Background: an optimization exercise with open tools, aiming at small area, a short achievable clock period and few clock cycles. Do not read the settings as production practice.
Power figures rest on the tool's default switching activity, not on a simulated workload.

## rev 12
==> flow/design.v (excerpt) <==
module DALU(
	clk,
	rst,
	in_valid,
	instruction,
	out_valid,
	out
);
input clk, rst, in_valid;
input [18:0] instruction;
output reg out_valid;
output [15:0] out;
function [8:0] booth3;
	input [5:0] a;
	integer k;
	reg y1, y0, ym;
	begin
		for (k = 0; k < 3; k = k + 1) begin
			y1 = a[2*k+1];
			y0 = a[2*k];
			ym = (k == 0) ? 1'b0 : a[2*k-1];
			booth3[k] = y1 & ~(y0 & ym);
			booth3[3+k] = y0 ^ ym;
			booth3[6+k] = (y1 & ~y0 & ~ym) | (~y1 & y0 & ym);
		end
	end
endfunction
wire [2:0] op = instruction[18:16];
wire [3:0] f = instruction[3:0];
wire [5:0] si = instruction[15:10];
wire [5:0] ti = instruction[9:4];
wire [3:0] li = instruction[3:0];
wire op0 = (op == 3'd0);
wire defined = op0 ? (f <= 4'd4) : (op <= 3'd4);
wire load = in_valid & defined;
wire isop1 = (op == 3'd1);
wire isop2 = (op == 3'd2);
wire islog = op0 & ~f[2] & ~(f[1] & f[0]);
wire sub = op0 ? f[2] : op[2];
wire d0n = li[1];
wire d01 = li[0];
wire d02 = li[1] & ~li[0];
wire d1n = li[3] & ~(li[2] & li[1]);
wire d11 = li[2] ^ li[1];
wire d12 = (li[3] & ~li[2] & ~li[1]) | (~li[3] & li[2] & li[1]);
wire [6:0] tx = {ti[5], ti};
wire [6:0] p0 = ({7{d01}} & tx) | ({7{d02}} & {tx[5:0], 1'b0});
wire [6:0] p1 = ({7{d11}} & tx) | ({7{d12}} & {tx[5:0], 1'b0});
wire [10:0] m0 = {{4{p0[6]}}, p0} ^ {11{d0n}};
wire [8:0] m1 = {{2{p1[6]}}, p1} ^ {9{d1n}};
wire [5:0] lg = (f[1:0] == 2'd0) ? (si & ti) : (f[1:0] == 2'd1) ? (si | ti) : (si ^ ti);
wire [10:0] bo = (op0 | isop2) ? {{5{ti[5]}}, ti} : {instruction[9], instruction[9:0]};
wire [10:0] r1 = isop1 ? m0 : islog ? {{5{lg[5]}}, lg} : {{5{si[5]}}, si};
wire [10:0] r2 = isop1 ? {m1, 2'b00} : islog ? 11'd0 : (bo ^ {11{sub & ~isop2}});
wire [10:0] r3 = isop1 ? {8'd0, d1n, 1'b0, d0n} : isop2 ? {{7{li[3]}}, li} : {10'd0, sub & ~islog};
wire ic0 = r1[0] ^ r2[0];
wire ic1 = r1[0] & r2[0];
wire ic2 = r1[1] ^ r2[1] ^ r3[1];
wire ic3 = (r1[1] & r2[1]) | (r1[1] & r3[1]) | (r2[1] & r3[1]);
wire ic4 = r1[2] ^ r2[2] ^ r3[2];
wire ic5 = (r1[2] & r2[2]) | (r1[2] & r3[2]) | (r2[2] & r3[2]);
wire ic6 = r1[3] ^ r2[3] ^ r3[3];
wire ic7 = (r1[3] & r2[3]) | (r1[3] & r3[3]) | (r2[3] & r3[3]);
wire ic8 = r1[4] ^ r2[4] ^ r3[4];
wire ic9 = (r1[4] & r2[4]) | (r1[4] & r3[4]) | (r2[4] & r3[4]);
wire ic10 = r1[5] ^ r2[5] ^ r3[5];
wire ic11 = (r1[5] & r2[5]) | (r1[5] & r3[5]) | (r2[5] & r3[5]);
wire ic12 = r1[6] ^ r2[6] ^ r3[6];
  ...
Size in the first run: ~19 flip-flops.
Settings: LEC_CHECK=0, CAP_MARGIN=20, CORE_MARGIN=2, CORE_UTILIZATION=70, SLEW_MARGIN=20; clock period 10.0 ns.
standard.sh (not shown) runs the stock make flow with config.mk's settings and CLKGATE_MAP_FILE= SYNTH_SCRIPT=/design/flow/synth_recipe.tcl, a recipe that flattens the netlist after the stock synthesis.
==> flow/flow/run.sh <==
#!/bin/bash
# The standard layout, with the ports buffered by buf_2 cells and timing
# repair aiming for setup slack beyond the requirement (sizeup,swap).
set -euo pipefail
bash standard.sh "BUFFER_PORTS_ARGS=-buffer_cell sky130_fd_sc_hd__buf_2" \
	SETUP_SLACK_MARGIN=4.4 SETUP_MOVE_SEQUENCE=sizeup,swap finish > standard_flow.log 2>&1
Looking at the reports, rev 12 completed the entire flow and the layout it produced met the timing, design-rule and antenna checks.
--- input diff rev 12..rev 13 ---
-- flow/design.v --
<<< rev 12, line 34
wire defined = op0 ? (f <= 4'd4) : (op <= 3'd4);
wire load = in_valid & defined;
wire isop1 = (op == 3'd1);
wire isop2 = (op == 3'd2);
wire islog = op0 & ~f[2] & ~(f[1] & f[0]);
wire sub = op0 ? f[2] : op[2];
wire d0n = li[1];
wire d01 = li[0];
>>> rev 13, line 34
wire defined = op0 ? (f <= 4'd4) : (op <= 3'd4);
wire load = in_valid & defined;
wire isop1 = op[0] & ~op[1];
wire isop2 = op[1] & ~op[0];
wire islog = op0 & ~f[2] & ~(f[1] & f[0]);
wire sub = op[2] | (op0 & f[2]);
wire selt = ~op[0] & ~op[2];    
wire d0n = li[1];
wire d01 = li[0];
<<< rev 12, line 50
wire [8:0] m1 = {{2{p1[6]}}, p1} ^ {9{d1n}};
wire [5:0] lg = (f[1:0] == 2'd0) ? (si & ti) : (f[1:0] == 2'd1) ? (si | ti) : (si ^ ti);
wire [10:0] bo = (op0 | isop2) ? {{5{ti[5]}}, ti} : {instruction[9], instruction[9:0]};
wire [10:0] r1 = isop1 ? m0 : islog ? {{5{lg[5]}}, lg} : {{5{si[5]}}, si};
wire [10:0] r2 = isop1 ? {m1, 2'b00} : islog ? 11'd0 : (bo ^ {11{sub & ~isop2}});
>>> rev 13, line 51
wire [8:0] m1 = {{2{p1[6]}}, p1} ^ {9{d1n}};
wire [5:0] lg = (f[1:0] == 2'd0) ? (si & ti) : (f[1:0] == 2'd1) ? (si | ti) : (si ^ ti);
wire [10:0] bo = selt ? {{5{ti[5]}}, ti} : {instruction[9], instruction[9:0]};
wire [10:0] r1 = isop1 ? m0 : islog ? {{5{lg[5]}}, lg} : {{5{si[5]}}, si};
wire [10:0] r2 = isop1 ? {m1, 2'b00} : islog ? 11'd0 : (bo ^ {11{sub & ~isop2}});
<<< rev 12, line 152
		out_valid <= in_valid;
end
reg [5:0] a;             
reg c;                   
reg [10:0] b;            
always @(posedge clk) begin
	if (rst) begin
		a <= 6'd0;
		c <= 1'b0;
	end else if (load) begin
		a <= a_in;
		c <= c_in;
	end
end
wire [2:0] an, a1, a2;
assign {a2, a1, an} = booth3(a);
always @(posedge clk) begin
	if (load)
>>> rev 13, line 153
		out_valid <= in_valid;
end
reg [2:0] an, a1, a2;    
reg c;                   
reg [10:0] b;            
always @(posedge clk) begin
	if (load | rst) begin
		{a2, a1, an} <= booth3(a_in) & {9{~rst}};
		c <= c_in & ~rst;
	end
end
always @(posedge clk) begin
	if (load)
Findings:
- On rev 13: sequential area share after synthesis is 3.8 points higher than what rev 12 gave.
- Side by side, post-route clock period utilization turned out higher in rev 13 than in rev 12.
- Delta (rev 13 minus rev 12): endpoint arrival time on the critical path moved up; post-route worst hold slack saw an increase; setup slack now sits lower; total power moved up.
- Rev 13 reports a higher share of total power in combinational logic than rev 12 does.
- Average wire length per cell after detail routing for rev 13: 1.4% up relative to rev 12
- Rev 13 reports its start point of the critical path as a1[0]$_DFFE_PP_ while rev 12 reports a[1]$_SDFFE_PP0P_.
- The initial detailed-routing violation count in rev 13 is 1.17 times that in rev 12.
- Diff rev 12..rev 13 | post-synthesis share of cell area spent on xor and xnor gates | negligible
- Number of buffers created by CTS: rev 13 vs rev 12 identical
- Rev 13 vs rev 12, basic-gate share of the synthesized area counting and, or, nand and nor cells went down by 1.5 points.
No run of this note included a check of the RTL's function; only the layout flow was run.

-- separate check: timing with driven ports --
How much do the figures lean on ideal ports? The routed layouts below were timed once more, with nothing changed but the port constraints.
Step 1, drivers: a clkbuf_16 drives clk and a buf_2 each remaining input, both assumed.
Step 2 also shifts input and output timing later by t, the mid clock arrival at the registers, as if the neighbouring blocks saw the same clock.
Three values: ideal ports, drivers, drivers and shift; two values: the first two.
run | t (ns) | setup slack, ns | hold slack, ns | worst register clock-pin slew, ns | pins driven straight from the clock port
rev 12 | 0.277 | 4.364 / 4.340 / 4.361 | 0.502 / 0.502 / 0.502 | 0.07 / 0.07 | 1
rev 13 | 0.278 | 4.280 / 4.259 / 4.275 | 2.001 / 2.002 / 2.280 | 0.07 / 0.07 | 1
After both steps setup and hold are still met in every run listed. The setup slack of rev 13, which loses most, moves by -0.021 ns with the drivers and by -0.005 ns with both steps.
